This design comes from an exercise in tuning for small area and a short achievable clock period on the open sky130 flow, not from production work. Only simulation tests tie the RTL to the original design; equivalence was not proved. Power is estimated from default activity; no workload was simulated.

==> branch xenon: inputs <==
==> flow/design.v (excerpt) <==
module gaussian #(
    parameter INIT_Z1 = 64'd5030521883283424767,
    parameter INIT_Z2 = 64'd18445829279364155008,
    parameter INIT_Z3 = 64'd18436106298727503359
)
(
    input clk,
    input rstn,
    input ce,
    output valid_out,
    output [15:0] data_out
);
clock: 8.0 ns
lec_check: 0
cap_margin: 20
core_margin: 2
core_utilization: 50
setup_slack_margin: 5.0
slew_margin: 60
synth_memory_max_bits: 32768
run.sh (not shown) runs the stock make flow with config.mk's settings and CLKGATE_MAP_FILE= SYNTH_SCRIPT=/design/flow/synth_recipe.tcl, a recipe that flattens the netlist after the stock synthesis.
==> inputs of branch harbor, as changes to branch xenon <==
==> flow/flow/run.sh (new file) <==
#!/bin/bash
set -euo pipefail
sed 's/SETUP_SLACK_MARGIN=[0-9.]*/SETUP_SLACK_MARGIN=5.2/' standard.sh > standard_margin.sh
grep -q 'SETUP_SLACK_MARGIN=5.2' standard_margin.sh
bash standard_margin.sh finish > standard.log 2>&1
==> flow/standard.sh (new file) <==
#!/bin/bash
# synth_recipe.tcl (not shown) runs the flow's synth.tcl, then flattens the netlist and writes it again
# the make line also repeats each setting of config.mk as NAME=value (left out here)
make -C /OpenROAD-flow-scripts/flow DESIGN_CONFIG=/design/flow/config.mk WORK_HOME=/design/flow/orfs CLKGATE_MAP_FILE= SYNTH_SCRIPT=/design/flow/synth_recipe.tcl "${@:-finish}"
Settings changed: SLEW_MARGIN 60 to 20.
removed: flow/run.sh
==> inputs of branch raven, as changes to branch xenon <==
Settings changed: SLEW_MARGIN 60 to 20.
==> results.yml <==
status:
  status: "timing/DRC/antenna clean"
sta:
  slew_headroom_pct: 57.3
worst_hold_path:
  holdPathEnd: "u_gaussian_interp.u_gaussian_poly.q5_1525"
critical_path:
  cp.depth: 10
  path_buf_inv: 4
clocking:
  numCtsBuffers: 74
routing:
  vias: 38094
finish:
  num-nonclk-buffers: 127
  seq_area_um2: 13200
placement:
  place_congestion: 1.07
(the above is from branch xenon)
==> results.yml <==
finish:
  num-nonclk-buffers: 130
  seq_area_um2: 13200
clocking:
  numCtsBuffers: 73
routing:
  vias: 38080
sta:
  slew_headroom_pct: 18.2
placement:
  place_congestion: 1.07
status:
  status: "timing/DRC/antenna clean"
critical_path:
  path_buf_inv: 1
  cp.depth: 8
(the above is from branch raven)
==> results.yml <==
routing:
  vias: 38855
placement:
  place_congestion: 1.07
  place_inst: 5983
sta:
  slew_headroom_pct: 25.6
  skew_ns: 0.0521
clocking:
  numCtsBuffers: 76
critical_path:
  path_buf_inv: 2
  cp.depth: 6
status:
  status: "timing/DRC/antenna clean"
worst_hold_path:
  holdPathEnd: "u_gaussian_interp.u_gaussian_poly.q1_428"
finish:
  seq_area_um2: 13300
(the above is from branch harbor)

---

==> inputs of pepper <==
gaussian again, from the RTL that the note above started with.
Settings: LEC_CHECK=0, CAP_MARGIN=20, CORE_MARGIN=2, CORE_UTILIZATION=55, CTS_BUF_LIST=sky130_fd_sc_hd__clkbuf_8, SETUP_SLACK_MARGIN=5.0, SLEW_MARGIN=20, SYNTH_MEMORY_MAX_BITS=32768; clock period 8.0 ns.
Stock flow here: none of the scripts above is used.
==> lagoon: changes against pepper <==
--- a/flow/config.mk
+++ b/flow/config.mk
@@ -6,8 +6,7 @@
 export NUM_CORES = 4
 export LEC_CHECK = 0
-export CAP_MARGIN = 20
+export CAP_MARGIN = 40
 export CORE_MARGIN = 2
-export CORE_UTILIZATION = 55
-export CTS_BUF_LIST = sky130_fd_sc_hd__clkbuf_8
+export CORE_UTILIZATION = 50
 export SETUP_SLACK_MARGIN = 5.0
 export SLEW_MARGIN = 20
==> delta: changes against pepper <==
--- a/flow/config.mk
+++ b/flow/config.mk
@@ -8,6 +8,6 @@
 export CAP_MARGIN = 20
 export CORE_MARGIN = 2
-export CORE_UTILIZATION = 55
-export CTS_BUF_LIST = sky130_fd_sc_hd__clkbuf_8
+export CORE_UTILIZATION = 50
+export PLACE_DENSITY = 0.75
 export SETUP_SLACK_MARGIN = 5.0
 export SLEW_MARGIN = 20
==> garnet: changes against pepper <==
==> flow/config.mk (replaced) <==
export PLATFORM = sky130hd
export DESIGN_NAME = gaussian
export DESIGN_NICKNAME = gaussian
export VERILOG_FILES = /design/flow/design.v
export SDC_FILE = /design/flow/constraint.sdc
export NUM_CORES = 4
export LEC_CHECK = 0
export CAP_MARGIN = 50
export CORE_MARGIN = 2
export CORE_UTILIZATION = 50
export SETUP_SLACK_MARGIN = 5.0
export SLEW_MARGIN = 40
export SYNTH_MEMORY_MAX_BITS = 32768
==> summary.txt <==
Final layout
  – Register area: 13,200 um2

Detailed routing
  – M1 wire length: 64,300 um

Worst setup path
  – Worst Setup SP: u_gaussian_interp.a_lz[1]

Place
  – RePlAce Congestion: 1.07

Hold path
  – Min-delay src: u_gaussian_interp.a_x[6]

GRT
  – Largest net degree at the start of global routing: 113

Power
  – Comb power frac: 0.592
  – NetSw: a little under 10 mW

Status
  – Outcome: complete, no violations
-- figures above: garnet

==> summary.txt <==
Hold path
  – Min-delay src: u_gaussian_interp.u_gaussian_poly.q2_23

GRT
  – Largest net degree at the start of global routing: 201

Detailed routing
  – M1 wire length: 64,500 um

Final layout
  – Register area: 13,200 um2

Place
  – RePlAce Congestion: between 1 and 1.5

Power
  – NetSw: around 10 mW
  – Comb power frac: 0.595

Status
  – Outcome: complete, no violations

Worst setup path
  – Worst Setup SP: u_gaussian_interp.u_gaussian_poly.q3_12
-- figures above: lagoon

==> summary.txt <==
Worst setup path
  – Worst Setup SP: u_gaussian_interp.u_gaussian_poly.q1_2

Hold path
  – Min-delay src: u_gaussian_interp.a_x[0]

GRT
  – Largest net degree at the start of global routing: ~110

Power
  – Comb power frac: 0.602
  – NetSw: about 9.9 mW

Detailed routing
  – M1 wire length: 59,500 um

Final layout
  – Register area: 13,200 um2

Status
  – Outcome: complete, no violations

Place
  – RePlAce Congestion: 1.06
-- figures above: delta

==> summary.txt <==
Status
  – Outcome: complete, no violations

Worst setup path
  – Worst Setup SP: u_gaussian_interp.a_off[1]
  – Critical path's largest stage delay: 0.64 ns
  – R2r setup slk: ~4.9 ns

Final layout
  – Register area: 13,200 um2

Detailed routing
  – M1 wire length: 61,500 um

GRT
  – Largest net degree at the start of global routing: 89

Hold path
  – Min-delay src: u_gaussian_interp.a_x[8]

Power
  – NetSw: 9.79 mW
-- figures above: pepper

## re-timing with driven ports
In the flow no input, the clock included, has a driving cell. The finished layouts below were timed again as built, in two steps. Step 1 assumes that a clkbuf_16 drives the clock port and a buf_2 every other input. Step 2 adds t to the input delays and takes it off the output delays; t is the mean of the earliest and latest rising clock arrival at the registers after step 1. Input paths then give back, and output paths get back, about the clock's delay inside the block. a / b / c = ideal ports / drivers / drivers and shift; a / b = the first two.
run | t (ns) | setup slack, ns | worst setup path after step 2 | clock arrival spread, ns | pins driven straight from the clock port
branch xenon | 0.707 | 4.932 / 4.932 / 4.932 | register to register | 0.050 / 0.050 | 1
branch harbor | 0.708 | 5.075 / 5.075 / 5.075 | register to register | 0.052 / 0.052 | 1
branch raven | 0.706 | 4.935 / 4.935 / 4.935 | register to register | 0.041 / 0.040 | 1
pepper | 0.800 | 4.892 / 4.892 / 4.892 | register to register | 0.041 / 0.041 | 1
lagoon | 0.705 | 4.930 / 4.930 / 4.930 | register to register | 0.037 / 0.038 | 1
delta | 0.704 | 4.914 / 4.914 / 4.914 | register to register | 0.036 / 0.036 | 1
garnet | 0.704 | 4.891 / 4.891 / 4.891 | register to register | 0.057 / 0.057 | 1
After both steps setup and hold are still met in every run listed.
